Background: an optimization exercise with open tools, aiming at small area and a short achievable clock period. Do not read the settings as production practice.
The RTL was checked by simulation tests, not by an equivalence proof against the original design.
No activity file was given, so power comes from the tool's default toggle rates.

alpha:
## bcd_top
module bcd_top (
  input  wire        clk,
  input  wire [15:0] bin_in,
  output reg  [18:0] bcd_out
);
  reg  [15:0] b_q;
  wire [18:0] p;
  binbcd16 u_conv (.B(b_q), .P(p));
  always @(posedge clk) begin
    b_q     <= bin_in;
    bcd_out <= p;
  end
endmodule
Settings: LEC_CHECK=0, CAP_MARGIN=20, CORE_MARGIN=2, CORE_UTILIZATION=65, CTS_BUF_LIST=sky130_fd_sc_hd__clkbuf_4, CTS_CLUSTER_SIZE=40, PLACE_DENSITY=0.75, SLEW_MARGIN=20; clock period 12.0 ns.
standard.sh (not shown) runs the stock make flow with config.mk's settings and CLKGATE_MAP_FILE= SYNTH_SCRIPT=/design/flow/synth_recipe.tcl, a recipe that flattens the netlist after the stock synthesis.
==> flow/flow/run.sh <==
#!/bin/bash
# Own layout flow: the standard ORFS flow, with these changes:
#  - synthesis maps the logic with flow/abc_area.script (area-oriented ABC
#    mapping) instead of ORFS's; everything else in synthesis is synth_recipe.tcl
#  - no half/full-adder extraction before ABC (ADDER_MAP_FILE empty)
#  - every port gets a $PORTBUF buffer
#  - placement/CTS/route timing repair aims at a setup margin of $MARGIN ns
set -uo pipefail
HERE=$(pwd)
source flow/params.sh
# scripts folder = ORFS scripts with our ABC script in place of abc_area.script
mkdir -p scripts_ovr
for f in "$FLOW_HOME"/scripts/*; do ln -sf "$f" scripts_ovr/; done
rm -f scripts_ovr/abc_area.script
cp flow/abc_area.script scripts_ovr/abc_area.script
{ echo "set ::env(SCRIPTS_DIR) $HERE/scripts_ovr"; cat synth_recipe.tcl; } > my_synth.tcl
bash standard.sh SYNTH_SCRIPT=$HERE/my_synth.tcl ADDER_MAP_FILE= ABC_AREA=1 ABC_CLOCK_PERIOD_IN_PS=$ABC_D synth > synth.log 2>&1 || { tail -50 synth.log; exit 1; }
bash standard.sh SETUP_SLACK_MARGIN=$MARGIN "BUFFER_PORTS_ARGS=-buffer_cell $PORTBUF" $EXTRA finish > finish.log 2>&1 || { tail -50 finish.log; exit 1; }
==> flow/flow/abc_area.script <==
strash
dc2
dch
map -D 2600
topo
stime -c
buffer -c
upsize -c
dnsize -c
==> flow/flow/params.sh <==
ABC_D=4000
MARGIN=0
EXTRA=""
PORTBUF=sky130_fd_sc_hd__buf_1
alpha ran to completion and came out clean on the timing, design-rule and antenna checks.
Edits applied to the flow inputs when going from alpha to beta:
- clearing CTS_CLUSTER_SIZE, which used to be 40
- swapping 0.75 for 0.7 in PLACE_DENSITY
- swapping 65 for 55 in CORE_UTILIZATION
- clearing CTS_BUF_LIST, which used to be sky130_fd_sc_hd__clkbuf_4
==> flow/flow/abc_area.script <==
strash
dch
map -D 3000
topo
stime -c
buffer -c
upsize -c
dnsize -c
==> flow/flow/params.sh <==
ABC_D=4000
MARGIN=8.6
EXTRA=""
PORTBUF=sky130_fd_sc_hd__buf_1
==> comparison <==
- Est. power | beta vs alpha | beta higher
- Max area of the die across beta and alpha: beta
- alpha vs beta, critical path startpoint: b_q[15] vs b_q[14]
- [beta] via count of the first global-routing pass rose 471 relative to alpha
- beta: full flow OK, the timing, design-rule and antenna checks passed
- As far as number of CTS-inserted buffers goes, alpha and beta are indistinguishable; the numbers are identical.
- Compare beta and alpha | worst setup skew after layout lower: alpha

========
Starting RTL as in the previous note.
==> flow/config.mk <==
export PLATFORM = sky130hd
export DESIGN_NAME = bcd_top
export DESIGN_NICKNAME = bcd_top
export VERILOG_FILES = /design/flow/design.v
export SDC_FILE = /design/flow/constraint.sdc
export NUM_CORES = 4
export LEC_CHECK = 0
export CAP_MARGIN = 20
export CORE_MARGIN = 2
export CORE_UTILIZATION = 65
export CTS_BUF_LIST = sky130_fd_sc_hd__clkbuf_4
export CTS_CLUSTER_SIZE = 40
export PLACE_DENSITY = 0.75
export SLEW_MARGIN = 20
==> flow/constraint.sdc <==
create_clock -name core_clock -period 12.0 [get_ports {clk}]
set_input_delay 2.4000 -clock core_clock [delete_from_list [all_inputs] [get_ports {clk}]]
set_output_delay 2.4000 -clock core_clock [all_outputs]
set_load 0.01 [all_outputs]
==> flow/flow/abc_area.script <==
strash
dc2
dch
map -D 2400
topo
stime -c
buffer -c
upsize -c
dnsize -c
==> flow/flow/params.sh <==
ABC_D=4000
MARGIN=9.0
EXTRA="SKIP_INCREMENTAL_REPAIR=1"
PORTBUF=sky130_fd_sc_hd__buf_1
Scripts as last shown in full above: flow/flow/run.sh
==> next run, changes <==
==> flow/flow/abc_area.script (replaced) <==
strash
dc2
dch
map -D 2400
topo
stime -c
upsize -c
dnsize -c
==> flow/flow/params.sh (replaced) <==
ABC_D=4000
MARGIN=0
EXTRA=""
PORTBUF=sky130_fd_sc_hd__buf_1
Settings changed: CORE_UTILIZATION 65 to 55, CTS_BUF_LIST sky130_fd_sc_hd__clkbuf_4 to unset, CTS_CLUSTER_SIZE 40 to unset, PLACE_DENSITY 0.75 to 0.65.
Result: Global-route usage went down by 8.0 points. Fmax fell by 1.5%. Clock power came out higher by 27%. Power decreases by 8.4%. Hold slack is about the same. Final area drops by 11%. Flip-flop and latch count stays the same. Combinational power goes down by 16%. Worst setup slack loses 53 ps. Routed wire length shrinks by 12%. Critical path depth does not change.
==> next run, changes <==
==> flow/flow/abc_area.script (replaced) <==
strash
dc2
dch
map -D 2400
topo
stime -c
buffer -c
upsize -c
dnsize -c
Settings changed: CORE_UTILIZATION 55 to 65, CTS_BUF_LIST set to sky130_fd_sc_hd__clkbuf_4, CTS_CLUSTER_SIZE set to 40, PLACE_DENSITY 0.65 to 0.75.
Wire length fell by a few percent; cell count fell by a few percent; maximum frequency fell by a few percent; area after synthesis fell slightly; setup slack got worse by 74 ps; core utilization rose by 9.0 points; combinational power fell by a few percent; final area fell by a few percent; sequential cell count stays the same.

========
## run A
Starting RTL as in the previous note.
clock: 12.0 ns
lec_check: 0
cap_margin: 20
core_margin: 2
core_utilization: 72
cts_buf_list: sky130_fd_sc_hd__clkbuf_4
cts_cluster_size: 40
place_density: 0.85
slew_margin: 20
==> flow/flow/abc_area.script <==
strash
dc2
dch
map -D 2400
topo
stime -c
buffer -c
upsize -c
dnsize -c
==> flow/flow/params.sh <==
ABC_D=4000
MARGIN=0
EXTRA=""
PORTBUF=sky130_fd_sc_hd__buf_1
Scripts as last shown in full above: flow/flow/run.sh
Inputs modified between run A and run B:
# run A
export LEC_CHECK = 0
export CAP_MARGIN = 20
export CORE_MARGIN = 2
export CORE_UTILIZATION = 72
export CTS_BUF_LIST = sky130_fd_sc_hd__clkbuf_4
export CTS_CLUSTER_SIZE = 40
export PLACE_DENSITY = 0.85
export SLEW_MARGIN = 20
create_clock -name core_clock -period 12.0 [get_ports {clk}]
# run B
export LEC_CHECK = 0
export CAP_MARGIN = 20
export CORE_MARGIN = 2
export CORE_UTILIZATION = 65
export CTS_BUF_LIST = sky130_fd_sc_hd__clkbuf_4
export CTS_CLUSTER_SIZE = 40
export PLACE_DENSITY = 0.75
export SLEW_MARGIN = 20
create_clock -name core_clock -period 12.0 [get_ports {clk}]
==> flow/flow/abc_area.script <==
strash
dch
map -D 3000
topo
stime -c
buffer -c
upsize -c
dnsize -c
==> comparison <==
- Measured against each other, run B and run A differ in register-to-register slack, the lower figure coming from run B.
- Run B vs. run A: number of well taps went up by about 4%.
- Across both runs, clock network fraction of total power was higher for run B than for run A.
- Diff run A -> run B: sum of net half-perimeters after detailed placement shows a reduction of about 11%; post-route cell area now smaller.
- Per the comparison of run B with run A, post-route minimum period went up 0.22 ns, sequential area share after synthesis went up, share of the clock period used by the worst path after layout increased by 1.8 points relative to the old numbers, area growth from synthesis to final layout rose by 1.5 points, relative max-transition margin has remained practically unchanged.
- met2 capacity usage during global routing down 13 points in run B wrt run A
--- input diff run B..run C ---
==> flow/flow/abc_area.script <==
strash
dc2
dch
map -D 2400
topo
stime -c
buffer -c
dnsize -c
### Flow results
Run C against run B: number of gates on the worst path with buffers counted decreased about 17%; final design area excluding fillers decreased 8.6%; cell area after synthesis decreased 210 um^2.
The worst hold slack on run B is in line with that on run C.
Relative to run B, fmax decreased by 9.9% in run C.
Compared with run B, wire length of the first global-routing pass in run C decreased by a little under 10%.
Input changes introduced in run D (baseline for comparison: run C):
==> flow/flow/abc_area.script <==
strash
dc2
dch
map -D 2400
topo
stime -c
buffer -c
upsize -c
dnsize -c
==> flow/flow/params.sh <==
ABC_D=4000
MARGIN=8.4
EXTRA="SKIP_INCREMENTAL_REPAIR=1"
PORTBUF=sky130_fd_sc_hd__buf_1
Run C tops out at a lower clock frequency than run D. In run D relative to run C, first-iteration DRC count had gone down by more than a quarter. Looking at setup slack after layout, run D sits above run C.

========
Starting RTL as in the previous note.
export LEC_CHECK = 0
export CAP_MARGIN = 20
export CORE_MARGIN = 2
export CORE_UTILIZATION = 65
export PLACE_DENSITY = 0.75
export SLEW_MARGIN = 20
create_clock -name core_clock -period 12.0 [get_ports {clk}]
==> flow/flow/abc_area.script <==
strash
dch
map -D 3000
topo
stime -c
buffer -c
upsize -c
dnsize -c
==> flow/flow/params.sh <==
ABC_D=4000
MARGIN=0
EXTRA=""
PORTBUF=sky130_fd_sc_hd__buf_1
Scripts as last shown in full above: flow/flow/run.sh
The starting point ran to the end with no violations.
Edit:
==> flow/flow/abc_area.script (replaced) <==
strash
dc2
dch
map -D 2400
topo
stime -c
upsize -c
dnsize -c
- CTS_BUF_LIST: default -> sky130_fd_sc_hd__clkbuf_4
- CTS_CLUSTER_SIZE: default -> 25
Outcome: Synthesized area goes up by 3.9%; worst hold slack is worse by 0.0083 ns; clock power shrinks by 48%.
Edit:
==> flow/flow/abc_area.script (replaced) <==
strash
dc2
dch
map -D 2600
topo
stime -c
buffer -c
upsize -c
dnsize -c
- CORE_UTILIZATION: 65 -> 80
- CTS_CLUSTER_SIZE: 25 -> 40
- PLACE_DENSITY: 0.75 -> 0.9
- The new run did not get past global placement (3_3_place_gp)
- synthesized cell count increases slightly
- synthesized area shrinks by a few percent
Edit:
==> flow/flow/abc_area.script (replaced) <==
strash
dc2
dch
map -D 2400
topo
stime -c
buffer -c
upsize -c
dnsize -c
==> flow/flow/params.sh (replaced) <==
ABC_D=4000
MARGIN=8.7
EXTRA="SKIP_INCREMENTAL_REPAIR=1"
PORTBUF=sky130_fd_sc_hd__buf_1
- CORE_UTILIZATION: 80 -> 65
- PLACE_DENSITY: 0.9 -> 0.75
With this change the flow passed the timing, design-rule and antenna checks.
Area after synthesis goes up by a few percent.
Synthesized cell count goes down slightly.

========
## job 4344
bcd_top again, from the RTL that the note above started with.
==> flow/design.v (excerpt) <==
module bcd_top (
  input  wire        clk,
  input  wire [15:0] bin_in,
  output reg  [18:0] bcd_out
);
==> flow/config.mk <==
export PLATFORM = sky130hd
export DESIGN_NAME = bcd_top
export DESIGN_NICKNAME = bcd_top
export VERILOG_FILES = /design/flow/design.v
export SDC_FILE = /design/flow/constraint.sdc
export NUM_CORES = 4
export LEC_CHECK = 0
export CAP_MARGIN = 20
export CORE_MARGIN = 2
export CORE_UTILIZATION = 65
export PLACE_DENSITY = 0.75
export SLEW_MARGIN = 20
==> flow/constraint.sdc <==
create_clock -name core_clock -period 12.0 [get_ports {clk}]
set_input_delay 2.4000 -clock core_clock [delete_from_list [all_inputs] [get_ports {clk}]]
set_output_delay 2.4000 -clock core_clock [all_outputs]
set_load 0.01 [all_outputs]
==> flow/flow/run.sh <==
#!/bin/bash
# Own layout flow: the standard ORFS flow, with these changes:
#  - synthesis maps the logic with flow/abc_area.script (area-oriented ABC
#    mapping) instead of ORFS's; everything else in synthesis is synth_recipe.tcl
#  - no half/full-adder extraction before ABC (ADDER_MAP_FILE empty)
#  - every port gets a $PORTBUF buffer
#  - placement/CTS/route timing repair aims at a setup margin of $MARGIN ns
set -uo pipefail
HERE=$(pwd)
source flow/params.sh
# scripts folder = ORFS scripts with our ABC script in place of abc_area.script
mkdir -p scripts_ovr
for f in "$FLOW_HOME"/scripts/*; do ln -sf "$f" scripts_ovr/; done
rm -f scripts_ovr/abc_area.script
cp flow/abc_area.script scripts_ovr/abc_area.script
{ echo "set ::env(SCRIPTS_DIR) $HERE/scripts_ovr"; cat synth_recipe.tcl; } > my_synth.tcl
bash standard.sh SYNTH_SCRIPT=$HERE/my_synth.tcl ADDER_MAP_FILE= ABC_AREA=1 ABC_CLOCK_PERIOD_IN_PS=$ABC_D $SYNTH_EXTRA synth > synth.log 2>&1 || { tail -50 synth.log; exit 1; }
bash standard.sh SETUP_SLACK_MARGIN=$MARGIN "BUFFER_PORTS_ARGS=-buffer_cell $PORTBUF" $EXTRA finish > finish.log 2>&1 || { tail -50 finish.log; exit 1; }
==> flow/flow/abc_area.script <==
strash
dc2
dch
map -D 2400
topo
stime -c
upsize -c
dnsize -c
==> flow/flow/params.sh <==
ABC_D=4000
MARGIN=0
EXTRA=""
PORTBUF=sky130_fd_sc_hd__buf_1
SYNTH_EXTRA="ABC_DRIVER_CELL=sky130_fd_sc_hd__inv_1"
Input-level comparison between job 8032 and job 4344:
Settings: CTS_CLUSTER_SIZE newly set to 40; CTS_BUF_LIST newly set to sky130_fd_sc_hd__clkbuf_4.
-- flow/flow/run.sh --
<<< job 4344, line 15
cp flow/abc_area.script scripts_ovr/abc_area.script
{ echo "set ::env(SCRIPTS_DIR) $HERE/scripts_ovr"; cat synth_recipe.tcl; } > my_synth.tcl
bash standard.sh SYNTH_SCRIPT=$HERE/my_synth.tcl ADDER_MAP_FILE= ABC_AREA=1 ABC_CLOCK_PERIOD_IN_PS=$ABC_D $SYNTH_EXTRA synth > synth.log 2>&1 || { tail -50 synth.log; exit 1; }
bash standard.sh SETUP_SLACK_MARGIN=$MARGIN "BUFFER_PORTS_ARGS=-buffer_cell $PORTBUF" $EXTRA finish > finish.log 2>&1 || { tail -50 finish.log; exit 1; }
>>> job 8032, line 15
cp flow/abc_area.script scripts_ovr/abc_area.script
{ echo "set ::env(SCRIPTS_DIR) $HERE/scripts_ovr"; cat synth_recipe.tcl; } > my_synth.tcl
bash standard.sh SYNTH_SCRIPT=$HERE/my_synth.tcl ADDER_MAP_FILE= ABC_AREA=1 ABC_CLOCK_PERIOD_IN_PS=$ABC_D synth > synth.log 2>&1 || { tail -50 synth.log; exit 1; }
bash standard.sh SETUP_SLACK_MARGIN=$MARGIN "BUFFER_PORTS_ARGS=-buffer_cell $PORTBUF" $EXTRA finish > finish.log 2>&1 || { tail -50 finish.log; exit 1; }
==> flow/flow/abc_area.script <==
strash
dc2
dch
map -D 2600
topo
stime -c
buffer -c
upsize -c
dnsize -c
==> flow/flow/params.sh <==
ABC_D=4000
MARGIN=8.4
EXTRA="SETUP_MOVE_SEQUENCE=sizeup,swap SKIP_GATE_CLONING=1 SKIP_LAST_GASP=1"
PORTBUF=sky130_fd_sc_hd__buf_1
### Flow results
From job 4344 to job 8032 the numbers moved as follows: proportion of synthesized chip area in sequential cells has increased, fill cell total of the finished layout shrank by 113, cell area reported after detailed placement decreased 8.1%.
Here is what was changed in the inputs of job 4848 compared with job 8032.
Settings: CTS_BUF_LIST changed from sky130_fd_sc_hd__clkbuf_4 to sky130_fd_sc_hd__clkbuf_8.
==> flow/flow/abc_area.script <==
strash
dc2
dch
map -D 2400
topo
stime -c
upsize -c
dnsize -c
==> flow/flow/params.sh <==
ABC_D=4000
MARGIN=0
EXTRA=""
PORTBUF=sky130_fd_sc_hd__buf_1
==> comparison <==
Job 4848 reports a higher global-route track usage on met1 than job 8032 does. In the reports for job 4848 and job 8032, the larger length of routed wiring on met1 belongs to job 8032. The power in job 4848 sits 2.8% below the value recorded for job 8032. Compared with job 8032, in job 4848 utilization lower, initial core utilization lower.
#### Input delta (job 6421 over job 4848)
Settings: changing CTS_BUF_LIST from sky130_fd_sc_hd__clkbuf_8 to sky130_fd_sc_hd__clkbuf_4.
==> flow/flow/abc_area.script <==
strash
dc2
dch
map -D 2300
topo
stime -c
buffer -c
upsize -c
dnsize -c
--- outcome ---
- Every run (job 4848 and job 6421) finished clean.
- On final clock period utilization by the worst path, the lower figure sits with job 4848, not job 6421.
- Job 6421: final HPWL from detailed placement 9.9% above job 4848
- Summary of the comparison: global-route usage is higher in job 6421, relative to job 4848.
- Re overall power of the completed layout: job 4848 and job 6421 aren't equal, and the higher value belongs to job 6421.
- Post-synthesis to final-layout area growth: job 6421 vs job 4848 down 2.0 points
- A launching instance or port of the critical path of b_q[13] is what job 6421 shows, while b_q[15] belongs to job 4848.
Modified inputs, job 3320 compared to job 6421
Settings: a deleted CTS_CLUSTER_SIZE that had been 40; a deleted CTS_BUF_LIST that had been sky130_fd_sc_hd__clkbuf_4.
==> flow/flow/abc_area.script <==
strash
dc2
dch
map -D 2400
topo
stime -c
upsize -c
dnsize -c
==> notes.md <==
- Diff job 6421 -> job 3320: area fraction of clock buffers and clock inverters higher; clock transition time at the flip-flop clock pins of the worst setup and hold paths went down.
- Switching power summed over all nets was lower in the run labelled job 3320.
- Diff job 6421..job 3320 | compound-gate portion of the synthesized area | negligible
- Total length of routed wires: job 3320 vs job 6421 down 11%
- Clock power share: job 3320 > job 6421
- The fraction of area in registers of job 3320 exceeds that of job 6421 by 0.61 points.
- Going from job 6421 to job 3320, synthesized area went down, initial detailed-routing violation count dropped 30%, post-route standard cell area excluding fillers went down by 2.8%.
- Sort job 3320 and job 6421 by simple-gate portion of the synthesized area asc -> top: job 3320

re-timing with driven ports:
In the flow no input, the clock included, has a driving cell. The finished layouts below were timed again as built, in two steps. Step 1 sets driving cells, clkbuf_16 on the clock port and buf_2 on the other inputs (assumed; they add their load-dependent delay and slew). Step 2 times the ports against the registers' clock, not the clock port: input delays grow and output delays shrink by t, the midpoint of the rising clock arrivals with the driver on. a / b / c = no drivers / after step 1 / after step 2; a / b = the first two.
run | shift t [ns] | setup slack, ns | hold slack, ns | worst data-port slew with drivers (ns)
alpha | 0.363 | 8.295 / 8.295 / 8.295 | 0.340 / 0.340 / 0.340 | 0.03
beta | 0.324 | 7.900 / 7.900 / 7.900 | 0.335 / 0.335 / 0.335 | 0.03
the first run of note 2 | 0.372 | 8.573 / 8.573 / 8.573 | 0.341 / 0.341 / 0.341 | 0.03
the second run of note 2 | 0.318 | 8.519 / 8.519 / 8.519 | 0.339 / 0.339 / 0.339 | 0.03
the third run of note 2 | 0.367 | 8.445 / 8.445 / 8.445 | 0.350 / 0.350 / 0.350 | 0.03
run A | 0.371 | 8.336 / 8.336 / 8.336 | 0.349 / 0.349 / 0.349 | 0.03
run B | 0.370 | 8.116 / 8.116 / 8.116 | 0.365 / 0.365 / 0.365 | 0.03
run C | 0.362 | 7.690 / 7.690 / 7.690 | 0.367 / 0.367 / 0.367 | 0.03
run D | 0.367 | 8.445 / 8.445 / 8.445 | 0.350 / 0.350 / 0.350 | 0.03
the first run of note 4 | 0.315 | 8.113 / 8.113 / 8.113 | 0.353 / 0.353 / 0.353 | 0.03
the second run of note 4 | 0.376 | 8.531 / 8.531 / 8.531 | 0.345 / 0.345 / 0.345 | 0.03
the fourth run of note 4 | 0.367 | 8.506 / 8.506 / 8.506 | 0.352 / 0.352 / 0.352 | 0.03
job 4344 | 0.325 | 8.540 / 8.540 / 8.540 | 0.331 / 0.331 / 0.331 | 0.03
job 8032 | 0.379 | 8.185 / 8.185 / 8.185 | 0.343 / 0.343 / 0.343 | 0.03
job 4848 | 0.310 | 8.539 / 8.539 / 8.539 | 0.335 / 0.335 / 0.335 | 0.03
job 6421 | 0.367 | 8.457 / 8.457 / 8.457 | 0.341 / 0.341 / 0.341 | 0.03
job 3320 | 0.310 | 8.539 / 8.539 / 8.539 | 0.335 / 0.335 / 0.335 | 0.03
After both steps setup and hold are still met in every run listed.
